From an optimization exercise on the open Yosys and OpenROAD flow, aimed at small area, a short achievable clock period and few clock cycles per item; shortcuts taken in it are not production practice. No run shown here included a check of the RTL's function; only the layout flow was run. Power is estimated from default activity; no workload was simulated.

$ cat flow/design.v
module mm_top(
    input  logic       clk,
    input  logic       rst,
    input  logic       read,
    input  logic       start,
    input  logic [7:0] in_data,
    input  logic [2:0] ram_slot,
    output logic       finish,
    output logic [8:0] out_data
);
    localparam int W0 = 17, W1 = 17, W2 = 15, W3 = 13;
    localparam int RW = W0 + W1 + W2 + W3;   
    localparam int O1 = W0, O2 = W0 + W1, O3 = W0 + W1 + W2;
    typedef enum logic [1:0] {IDLE = 2'd0, COMP = 2'd1, READ = 2'd2} state_t;
    state_t     state, state_n;
    logic [4:0] u, u_n;      
    logic [2:0] slot_q;      
    logic       fin_q;
    logic [1:0] g;           
    wire idle  = (state == IDLE);
    wire cmd_c = idle && start;
    wire cmd_r = idle && !start && read;
    always_comb begin
        state_n = state;
        u_n = u + 5'd1;
        case (state)
            IDLE: begin
                u_n = (cmd_c || cmd_r) ? 5'd1 : 5'd0;
                if (cmd_c) state_n = COMP;
                else if (cmd_r) state_n = READ;
            end
            COMP: if (u == 5'd31) state_n = IDLE;
            default: if (u == 5'd0) begin
                state_n = IDLE;
                u_n = 5'd0;
            end
        endcase
        if (rst) begin
            state_n = IDLE;
            u_n = 5'd0;
        end
    end
    always_ff @(posedge clk) begin
        g <= g + 2'd1;
        state <= state_n;
        u <= u_n;
        fin_q <= !rst && (state == COMP) && (u == 5'd30);
        if (idle) slot_q <= ram_slot;
    end
    assign finish = fin_q;
    logic [7:0] din_q;
    logic [4:0] n1;
    logic [7:0] we_q;        
    logic       last_q;      
    wire       in_valid = !rst && (cmd_c || state == COMP);
    wire [2:0] in_d     = idle ? ram_slot : slot_q;
    always_ff @(posedge clk) begin
        din_q <= in_data;
        n1 <= u;
        last_q <= (u[4:2] == 3'd7);
        for (int x = 0; x < 8; x++) we_q[x] <= in_valid && (in_d == 3'(x));
    end
    logic [RW-1:0] nheads [0:7];
    logic [1:0]    bases [0:7];
    logic [8:0]    sp_out [0:7];
    logic [RW-1:0] head_q;
    wire zero_n = cmd_c || (state == COMP && u[4:2] == 3'd0);
    always_ff @(posedge clk) head_q <= zero_n ? '0 : nheads[slot_q];
    wire  [RW-1:0] head = head_q;
    wire [16:0] a = 17'(din_q);
    logic [16:0] a0, b0, c0, a1, b1, c1, a2, b2, a3, b3;
    always_comb begin
        case (n1[4:2])
            3'd0: begin a0 = a << 1; b0 = a;         c0 = '0;     end
            3'd1: begin a0 = a << 4; b0 = a << 2;    c0 = a << 1; end
            3'd2: begin a0 = a << 7; b0 = -(a << 3); c0 = a;      end
            3'd3: begin a0 = a << 7; b0 = -a;        c0 = '0;     end
            3'd4: begin a0 = a << 3; b0 = '0;        c0 = '0;     end
            3'd5: begin a0 = a << 1; b0 = a;         c0 = '0;     end
            3'd6: begin a0 = a;      b0 = '0;        c0 = '0;     end
            default: begin a0 = a << 1; b0 = '0;     c0 = '0;     end
        endcase
        case (n1[4:2])
            3'd0: begin a1 = a << 3; b1 = '0;        c1 = '0; end
            3'd1: begin a1 = a << 7; b1 = -(a << 2); c1 = a;  end
            3'd2: begin a1 = a << 1; b1 = '0;        c1 = '0; end
            3'd3: begin a1 = a << 2; b1 = '0;        c1 = '0; end
            3'd4: begin a1 = a << 7; b1 = -(a << 3); c1 = '0; end
            3'd5: begin a1 = a << 2; b1 = a << 1;    c1 = '0; end
            3'd6: begin a1 = a;      b1 = '0;        c1 = '0; end
            default: begin a1 = a << 1; b1 = '0;     c1 = '0; end
        endcase
        case (n1[4:2])
            3'd0: begin a2 = a << 4; b2 = a << 1; end
            3'd1: begin a2 = a << 5; b2 = a << 3; end
            3'd2: begin a2 = a << 1; b2 = a;      end
            3'd3: begin a2 = a << 1; b2 = '0;     end
            3'd4: begin a2 = a << 4; b2 = '0;     end
            3'd5: begin a2 = a << 3; b2 = a;      end
            3'd6: begin a2 = a;      b2 = '0;     end
            default: begin a2 = a << 1; b2 = '0;  end
        endcase
        case (n1[4:2])
            3'd0: begin a3 = a;      b3 = '0;     end
            3'd1: begin a3 = a << 3; b3 = a << 1; end
            3'd2: begin a3 = a << 2; b3 = '0;     end
            3'd3: begin a3 = '0;     b3 = '0;     end
            3'd4: begin a3 = a << 1; b3 = '0;     end
            3'd5: begin a3 = a << 3; b3 = a << 2; end
            3'd6: begin a3 = a;      b3 = '0;     end
            default: begin a3 = a << 1; b3 = '0;  end
        endcase
    end
    wire [W0-1:0] s0 = head[O1-1:0]  + W0'(a0) + W0'(b0) + W0'(c0);
    wire [W1-1:0] s1 = head[O2-1:O1] + W1'(a1) + W1'(b1) + W1'(c1);
    wire [W2-1:0] s2 = head[O3-1:O2] + W2'(a2) + W2'(b2);
    wire [W3-1:0] s3 = head[RW-1:O3] + W3'(a3) + W3'(b3);
    wire [RW-1:0] sum = {s3, s2, s1, s0};
    wire [4:0] u_p1 = u + 5'd1;
    wire       rd   = (state == READ);
    wire [1:0] i_n  = (rd && !rst) ? u_p1[2:1] : 2'd0;
    logic sp_use, sp_h;
    always_ff @(posedge clk) begin
        sp_use <= !(rd && !rst && u_p1[4:3] != 2'd0);
        sp_h   <= u_n[0];
    end
    for (genvar x = 0; x < 8; x++) begin : g_slot
        logic [RW-1:0] ring0, ring1, ring2, ring3;
        logic [1:0] base;    
        logic [1:0] pos;     
        wire we = we_q[x];
        always_ff @(posedge clk) begin
            ring0 <= ring1;
            ring1 <= ring2;
            ring2 <= ring3;
            ring3 <= we ? sum : ring0;
            if (we && last_q && n1[1:0] == 2'd0) base <= g;
            pos <= base + i_n - g - 2'd1;
        end
        assign nheads[x] = ring1;
        assign bases[x] = base;
        logic [16:0] c0;
        always_comb begin
            case (pos)
                2'd0: c0 = ring0[16:0];
                2'd1: c0 = ring1[16:0];
                2'd2: c0 = ring2[16:0];
                default: c0 = ring3[16:0];
            endcase
        end
        assign sp_out[x] = sp_h ? {1'b0, c0[16:9]} : c0[8:0];
    end
    wire [1:0] hrow_n = g + 2'd1 - bases[slot_q];
    wire [5:0] m_a = 6'((6'(u) + 6'd3) >> 1);
    wire [5:0] m_b = m_a + 6'd1;
    wire rd_n = rd;
    wire ok_a = rd_n && m_a >= 6'd4 && m_a <= 6'd15 && m_a[1:0] == hrow_n;
    wire ok_b = rd_n && m_b >= 6'd4 && m_b <= 6'd15 && m_b[1:0] == hrow_n;
    wire [5:0] m_f = ok_a ? m_a : m_b;
    logic f_en0, f_en1;
    logic [1:0] f_col;
    always_ff @(posedge clk) begin
        f_en0 <= (ok_a || ok_b) && !m_f[0];
        f_en1 <= (ok_a || ok_b) &&  m_f[0];
        f_col <= m_f[3:2];
    end
    logic [16:0] hcol;
    always_comb begin
        case (f_col)
            2'd0: hcol = head[O1-1:0];
            2'd1: hcol = head[O2-1:O1];
            2'd2: hcol = 17'(head[O3-1:O2]);
            default: hcol = 17'(head[RW-1:O3]);
        endcase
    end
    logic [16:0] hold0, hold1;
    logic [7:0]  hi_q;
    logic [8:0]  out_q;
    logic        o_par;
    always_ff @(posedge clk) o_par <= u_p1[1];
    wire  [16:0] hold_m = o_par ? hold1 : hold0;
    wire  [2:0]  rslot = idle ? ram_slot : slot_q;
    always_ff @(posedge clk) begin
        if (f_en0) hold0 <= hcol;
        if (f_en1) hold1 <= hcol;
        hi_q <= hold_m[16:9];
        if (sp_use)     out_q <= sp_out[rslot];
        else if (!sp_h) out_q <= hold_m[8:0];
        else            out_q <= {1'b0, hi_q};
    end
    assign out_data = out_q;
endmodule
$ cat flow/standard.sh
#!/bin/bash
# synth_recipe.tcl (not shown) runs the flow's synth.tcl, then flattens the netlist and writes it again
# the make line also repeats each setting of config.mk as NAME=value (left out here)
make -C /OpenROAD-flow-scripts/flow DESIGN_CONFIG=/design/flow/config.mk WORK_HOME=/design/flow/orfs CLKGATE_MAP_FILE= SYNTH_SCRIPT=/design/flow/synth_recipe.tcl "${@:-finish}"
$ cat flow/flow/run.sh
#!/bin/bash
set -euo pipefail
bash standard.sh SETUP_SLACK_MARGIN=6.5 finish > standard_flow.log 2>&1
$ cat flow/config.mk
export PLATFORM = sky130hd
export DESIGN_NAME = mm_top
export DESIGN_NICKNAME = mm_top
export VERILOG_FILES = /design/flow/design.v
export SDC_FILE = /design/flow/constraint.sdc
export NUM_CORES = 4
export LEC_CHECK = 0
export ABC_CLOCK_PERIOD_IN_PS = 3000
export CAP_MARGIN = 20
export CORE_MARGIN = 2
export CORE_UTILIZATION = 40
export SLEW_MARGIN = 20
$ cat flow/constraint.sdc
create_clock -name core_clock -period 10.0 [get_ports {clk}]
set_input_delay 2.0000 -clock core_clock [delete_from_list [all_inputs] [get_ports {clk}]]
set_output_delay 2.0000 -clock core_clock [all_outputs]
set_load 0.01 [all_outputs]
==> impl_metrics.json, run 1 <==
{
  "cp_max_fo": 8,
  "synth_compound_area_share_pct": 10.2,
  "period_needed_ns": 4.45,
  "grt_max_degree": 55,
  "grt_usage_pct": 23.3,
  "routed_via_density": 5.45,
  "ys_types": 97,
  "ioPinCount": 25,
  "synth_warnings": 4,
  "grt_pass1_wl_mm": 300,
  "layout-drive-gt1-share_pct": 28.1,
  "peakVddDrop_v": 0.000168,
  "endpoint_kind": "flop",
  "clk_latency_ns": 0.84,
  "core_area_um2": 170000,
  "synth_ff_type": "dfxtp_1",
  "ant_nets": 0,
  "cts_tree": "yes",
  "clk_pin_slew_ns": 0.06,
  "via_count": 43900,
  "period_share_pct": 44.5,
  "synth.largest_area_cell": "dfxtp_1",
  "critPathMaxStageDelay_ns": 0.52,
  "dr.pass1.iters": 6,
  "hp-class": "flop to flop",
  "path_delay_family": "compound AO/OA/AOI/OAI gates",
  "final-hold-violation-count": 0,
  "grt_pass1_vias": 43300,
  "seq_area_frac_synth_pct": 64.1,
  "drt-total-wl_mm": 209,
  "fin_area_um2": 84200,
  "drt-initial-drc-count": 4164,
  "synth_area_per_cell_um2": 12.5,
  "fmax_mhz": 225,
  "nets": 5860,
  "antenna_found_initial": 15,
  "p_per_area_nw_per_um2": 317,
  "chipHeight_um": 418,
  "slew_headroom_pct": 29.3,
  "numCtsBuffers": 199,
  "fp.dieW_um": 418,
  "synth-simple-area-share_pct": 6.10,
  "ys_ff_latch": 2170,
  "setup_violations": 0,
  "overflow": 0,
  "synth.area.top_cells": "dfxtp_1 (62%), mux2_2 (5.9%), mux4_2 (4.2%)",
  "path_buf_inv": 6,
  "io_buffers": 24,
  "gp_congestion": 1.00,
  "status": "no timing/DRC/antenna violations",
  "drc": 0,
  "tns_ns": 0,
  "clock_skew_ns": 0.0419,
  "synth_area_um2": 68600,
  "synth_xor_area_share_pct": 0.968,
  "fp-row-count": 151,
  "synthAdderAreaFrac_pct": 3.84,
  "dp_hpwl_mm": 127,
  "synth_top_family_by_area": "multiplexers",
  "synthToLayoutAreaGrowth_pct": 22.7,
  "start_util_pct": 40.4,
  "synth_edf_count": 50,
  "drv_cap": 0,
  "syn_inst": 5473,
  "rsz0062_at_grt": "true",
  "die_area_um2": 175000,
  "final_max_slew_viol_count": 0,
  "dpl_cell_area_um2": 71700,
  "path_class": "flop to flop",
  "crit_path_start_kind": "flop",
  "syn_nets": 5653,
  "tightest_slew_ns": 1.05,
  "synthArstFlopShare_pct": 0,
  "synthDominantCellAreaShare_pct": 61.9,
  "leakage_uw": 0.0333,
  "wire_per_inst_um": 25.9,
  "synthMuxAreaShare_pct": 12.0,
  "clk_path_buf_depth": 3,
  "crit_slowest_cell": "fa_1",
  "cp.required_ns": 10.68,
  "root_buffer": "clkbuf_16",
  "cts.htree.levels": 4,
  "cp.arrival_ns": 5.13,
  "crit_chain": "buf_12 > clkinvlp_4 > buf_12 > buf_16 > o22ai_4 > o22ai_2 > a22o_1 > fa_1 > inv_2 > fa_1 > inv_2 > ha_4 > o211ai_1 > o21ai_4 > o21bai_4 > a2111oi_4 > o21a_4 > o31ai_1",
  "cts.sinks": 2170
}
[cell usage in the layout, fill, tap and decap left out, types with 123 or more instances in the layout]
cell type | Yosys | routed
a21oi_1 | 218 | 178
buf_4 | 3 | 188
clkbuf_16 | 0 | 206
dfxtp_1 | 2120 | 2098
inv_1 | 155 | 123
mux2_2 | 360 | 278
mux4_2 | 128 | 128
nand2_1 | 358 | 328
nor2_1 | 289 | 248
o21ai_0 | 194 | 160
[path summary, 6_finish.rpt]
kind / start / endpoint / slack [ns] / cells past startpoint
max reg2reg: n1[3]$_DFF_P_ / g_slot[2].ring3[14]$_DFF_P_ / 5.55 / 18
max: n1[3]$_DFF_P_ / g_slot[2].ring3[14]$_DFF_P_ / 5.55 / 18
min: g_slot[0].ring3[27]$_DFF_P_ / g_slot[0].ring2[27]$_DFF_P_ / 0.30 / 0
min reg2reg: g_slot[0].ring3[27]$_DFF_P_ / g_slot[0].ring2[27]$_DFF_P_ / 0.30 / 0
[per-layer routing]
| metal | global-route usage [%] | vias to the layer above | wire [µm] |
|---|---|---|---|
| met4 | 10.2 | 6 | 9340 |
| met2 | 35.8 | 1607 | 92700 |
| met5 | 0 | - | 36 |
| met1 | 32.0 | 22100 | 93200 |
| li1 | - | 19700 | - |
| met3 | 4.43 | 454 | 13700 |
[sequential cells by signal, indices dropped and copies added, names as in the netlist, 17 cells and up]
register and count:
g_slot.ring3 496, g_slot.ring0 496, hold1 17, head_q 62
g_slot.ring1 496, g_slot.ring2 496, hold0 17
[synth_stat cells, drive strengths merged (13+ instances only)]
cell type,n
a21oi,219
a22o,33
a31oi,24
o21ai,207
nand2,358
a22oi,31
dfxtp,2120
nand2b,14
a31o,27
edfxtp,50
a311oi,13
o211ai,31
inv,167
nor4,18
o211a,14
xor2,14
o21a,38
a21boi,17
ha,89
nand3,84
fa,76
o22ai,61
o311ai,18
nand4,14
nor2,290
nor2b,39
a2111oi,25
o31ai,78
mux2i,102
a21o,22
xnor2,55
buf,101
mux2,368
nor3,57
and2,27
clkbuf,223
mux4,134
a221oi,47
a211oi,40
[through the flow]
step	hold slack [ns]	instances	power, µW	util, %	setup slack (ns)
floorplan	0.310	5473	15400	-	5.93
global placement	0.310	7490	17500	42.2	4.23
detailed placement	0.312	7490	17600	42.2	4.20
finish	0.300	8067	26700	49.6	5.55
CTS	0.302	8001	26200	48.4	5.66
global route	0.302	8067	27800	49.6	5.43
[cells by family after synthesis]
logic type,count (synthesis)
multiplexers,604
buffers and inverters,492
AND/OR/NAND/NOR,943
AO/OA/AOI/OAI,1029
adder cells (fa/ha/maj),165
flip-flops,2170
XOR/XNOR,70
[area by class of cell]
cell class	count	area [µm²]
Tap cell	2218	2780
Antenna cell	1	2.50
Clock inverter	73	991
Sequential cell	2170	44000
Fill cell	14600	85700
Timing Repair Buffer	328	3600
Clock buffer	296	5940
Inverter	168	688
Multi-Input combinational cell	2813	26200
[power by group]
part / internal (µW) / switching, µW / total [µW]
Clock: 4580 / 3320 / 7900
Combinational: 2680 / 3300 / 5990
Sequential: 11600 / 1260 / 12800
[timing repair]
action / CTS / global route
gates cloned: 10 / 3
pin swaps: 137 / 105
endpoints found under the setup margin: 513 / 409
setup buffers: 132 / 62
hold buffers: 0 / 0
gates resized for setup: 472 / 270
==> run 2, diff against run 1 <==
==> flow/flow/run.sh (replaced) <==
#!/bin/bash
set -euo pipefail
bash standard.sh SETUP_SLACK_MARGIN=6.5 "CTS_ARGS=-sink_clustering_enable -repair_clock_nets -dont_use_dummy_load" finish > standard_flow.log 2>&1
==> run 2 against run 1 <==
Against the previous run: still clean; total power fell by 4.5%; count of clock-buffer cells in the layout fell by 97; via count fell by 0.13%; first-iteration DRC count fell by 3.3%; routed wire length fell by 0.22%; worst setup slack got worse by 0.023 ns; global-route usage barely moved; hold slack got worse by 0.035 ns; clock skew rose by 0.035 ns; critical path depth rose by 3; cell area fell by 0.99%; critical endpoint is now g_slot[3].ring3[28]$_DFF_P_; largest power group unchanged; highest routed layer unchanged.
==> impl_metrics.json, run 2 <==
{
  "hp-class": "flop to flop",
  "status": "no timing/DRC/antenna violations",
  "crit_slowest_cell": "fa_1",
  "endpoint_kind": "flop",
  "overflow": 0,
  "ys_ff_latch": 2170,
  "seq_area_frac_synth_pct": 64.1,
  "ioPinCount": 25,
  "slew_headroom_pct": 23.9,
  "synthToLayoutAreaGrowth_pct": 21.5,
  "cp_max_fo": 7,
  "drt-initial-drc-count": 4028,
  "final.fill_count": 14600,
  "final_common_cell": "dfxtp_1",
  "synth.largest_area_cell": "dfxtp_1",
  "fmax_mhz": 223,
  "place_ws_ns": 4.20,
  "rr_endpoint": "g_slot[3].ring3[28]$_DFF_P_",
  "clk_path_buf_depth": 3,
  "hold_depth": 0,
  "rsz0062_at_grt": "true",
  "io_buffers": 24,
  "synth.area.top_cells": "dfxtp_1 (62%), mux2_2 (5.9%), mux4_2 (4.2%)",
  "final_cell_mix": "dfxtp_1 (2,098), nand2_1 (328), nor2_1 (243)",
  "synth_ff_type": "dfxtp_1",
  "root_buffer": "clkbuf_16",
  "numCtsBuffers": 199,
  "synthDominantCellAreaShare_pct": 61.9,
  "synth.most_common_cell": "dfxtp_1",
  "via_count": 43900,
  "path_class": "flop to flop",
  "clk_pin_slew_ns": 0.06,
  "routed_via_density": 5.52,
  "ant_nets": 0,
  "timing.rr.start": "n1[3]$_DFF_P_",
  "cts.sinks": 2170,
  "cts_tree": "yes",
  "tightest_slew_ns": 1.13,
  "dr.pass1.iters": 6,
  "holdCritStartpoint": "g_slot[0].ring3[27]$_DFF_P_",
  "die_area_um2": 175000,
  "cpMostUsedCell": "buf_12",
  "nets": 5910,
  "grt_pass1_vias": 43400,
  "reg2reg_depth": 21,
  "crit_path_start_kind": "flop",
  "cts.htree.levels": 4,
  "synth_common_cells": "dfxtp_1 (2,120), mux2_2 (360), nand2_1 (358)",
  "wire_per_inst_um": 26.2,
  "peakVddDrop_v": 0.000169,
  "synthArstFlopShare_pct": 0,
  "cp.arrival_ns": 5.18,
  "dp_hpwl_mm": 127,
  "leakage_uw": 0.0327,
  "cp.required_ns": 10.70,
  "power_frac_comb_pct": 24.7,
  "netSwitchingPower_uw": 7580,
  "worstHoldEndpoint": "g_slot[0].ring2[27]$_DFF_P_",
  "grt_max_degree": 55,
  "drt-total-wl_mm": 208,
  "fin_util_pct": 49.1,
  "layout-drive-gt1-share_pct": 28.1,
  "clock_power_share_pct": 25.1,
  "seq_area_um2": 44000,
  "cts_hold_buf": 0,
  "start_util_pct": 40.4,
  "synth_area_um2": 68600,
  "crit_chain": "buf_12 > clkinvlp_4 > buf_12 > a21oi_1 > a31oi_2 > a211oi_2 > a21oi_2 > fa_1 > inv_2 > fa_1 > inv_1 > ha_4 > o21a_1 > o21ai_2 > buf_6 > a211oi_2 > buf_4 > o21a_4 > nor2_4 > buf_12 > mux2_4",
  "setup_violations": 0,
  "chipHeight_um": 418,
  "period_share_pct": 44.8,
  "switching_share_pct": 29.7,
  "drc": 0,
  "critPathMaxStageDelay_ns": 0.54,
  "tns_ns": 0,
  "p_per_area_nw_per_um2": 306,
  "synth_warnings": 4,
  "final-hold-violation-count": 0,
  "intPower_uw": 17900,
  "grt_pass1_wl_mm": 299,
  "final_max_slew_viol_count": 0,
  "worst_slack_ns": 5.52,
  "period_needed_ns": 4.48,
  "antenna_found_initial": 20,
  "seqPwrFrac_pct": 50.3,
  "grt_usage_pct": 23.3,
  "clk_latency_ns": 0.82,
  "reg2reg_slack_ns": 5.52,
  "syn_nets": 5653,
  "ys_types": 97,
  "fp-row-count": 151,
  "fp.dieW_um": 418,
  "gp_congestion": 1.00,
  "synth_area_per_cell_um2": 12.5,
  "multi_input_comb_area_um2": 26800,
  "clock_skew_ns": 0.0773,
  "drv_cap": 0,
  "core_area_um2": 170000,
  "syn_inst": 5473,
  "synth_edf_count": 50
}
run 2: cell counts after synthesis:
Identical to the previous run, type by type.
run 2: layout make-up:
cell class	count	area share [%]
timing repair buffer	378	4.92
clock buffer	199	5.98
inverter	168	0.827
sequential	2170	52.8
multi-input combinational	2813	32.1
tap	2218	3.33
antenna	5	0.0150
run 2: worst max-delay path, delay by kind of cell, from the launching register on:
kind | cells | cell delay [ns]
buf+inv | 8 | 1.07
mux | 1 | 0.25
fa+ha+maj | 3 | 1.34
simple gates | 1 | 0.07
flops | 1 | 0.39
compound gates | 8 | 1.25
run 2: through the flow:
stage | hold slack (ns) | area (µm²) | instances | total power (µW)
3_5_place_dp | 0.312 | 71700 | 7490 | 17600
5_1_grt | 0.272 | 83300 | 7948 | 26600
6_report | 0.265 | 83300 | 7951 | 25500
4_1_cts | 0.264 | 80800 | 7865 | 24900
2_1_floorplan | 0.310 | 69400 | 5473 | 15400
3_3_place_gp | 0.310 | 71700 | 7490 | 17500
run 2: what timing repair did:
item | in CTS | in global routing
buffers inserted | 165 | 79
pin swaps | 140 | 228
endpoints found under the setup margin | 514 | 410
gates resized for setup | 502 | 376
gates cloned | 11 | 2
run 2: worst max path at each step:
stage	startpoint	end	slack [ns]
finish	n1[3]$_DFF_P_	g_slot[3].ring3[28]$_DFF_P_	5.52
global route	din_q[4]$_DFF_P_	g_slot[2].ring3[14]$_DFF_P_	5.41
CTS	din_q[4]$_DFF_P_	g_slot[1].ring3[14]$_DFF_P_	5.64
detailed placement	n1[4]$_DFF_P_	g_slot[0].ring3[12]$_DFF_P_	4.20
global placement	n1[4]$_DFF_P_	g_slot[3].ring3[12]$_DFF_P_	4.23
floorplan	din_q[2]$_DFF_P_	g_slot[0].ring3[14]$_DFF_P_	5.93
run 2: layer usage:
layer / share of wire, % / wire length (µm) / vias to the layer above / global-route usage (%)
met5: 0.028 / 58 / - / 0
met2: 45 / 93300 / 1695 / 36.1
met1: 44 / 91700 / 22000 / 31.9
met4: 4.3 / 8970 / 10 / 10.0
li1: - / - / 19700 / -
met3: 7.0 / 14500 / 471 / 4.27
run 2: cell families after synthesis:
| kind of cell | after synthesis | share of synthesized area [%] |
|---|---|---|
| XOR/XNOR | 70 | 0.968 |
| buffers and inverters | 492 | 2.82 |
| flip-flops | 2170 | 64.1 |
| AND/OR/NAND/NOR | 943 | 6.10 |
| AO/OA/AOI/OAI | 1029 | 10.2 |
| adder cells (fa/ha/maj) | 165 | 3.84 |
| multiplexers | 604 | 12.0 |
run 2: power groups by stage:
stage | clock [µW] | combinational, µW | sequential (µW)
after floorplan | 0 | 3050 | 12400
after global placement | 0 | 4580 | 12900
after detailed placement | 0 | 4590 | 13000
after CTS | 6500 | 5580 | 12800
after global routing | 6810 | 6650 | 13100
final | 6390 | 6290 | 12800

static timing again, ports no longer ideal:
How much do the figures lean on ideal ports? The routed layouts below were timed once more, with nothing changed but the port constraints.
Step 1 assumes that a clkbuf_16 drives the clock port and a buf_2 every other input.
Step 2 moves the port delays by t, midway between the first and last clock arrival at a register: inputs arrive t later, outputs are due t later. That takes back most of the time a late clock gives input paths.
a / b / c = ideal ports / drivers / drivers and shift; a / b = the first two.
| run | t (ns) | setup slack, ns | worst setup path at the end | clock arrival spread, ns | worst slew at a driven data input, ns |
|---|---|---|---|---|---|
| run 1 | 0.901 | 5.547 / 5.547 / 5.547 | register to register | 0.045 / 0.045 | 0.07 |
| run 2 | 0.862 | 5.525 / 5.525 / 5.525 | register to register | 0.080 / 0.080 | 0.06 |
After both steps every run listed still meets setup and hold.
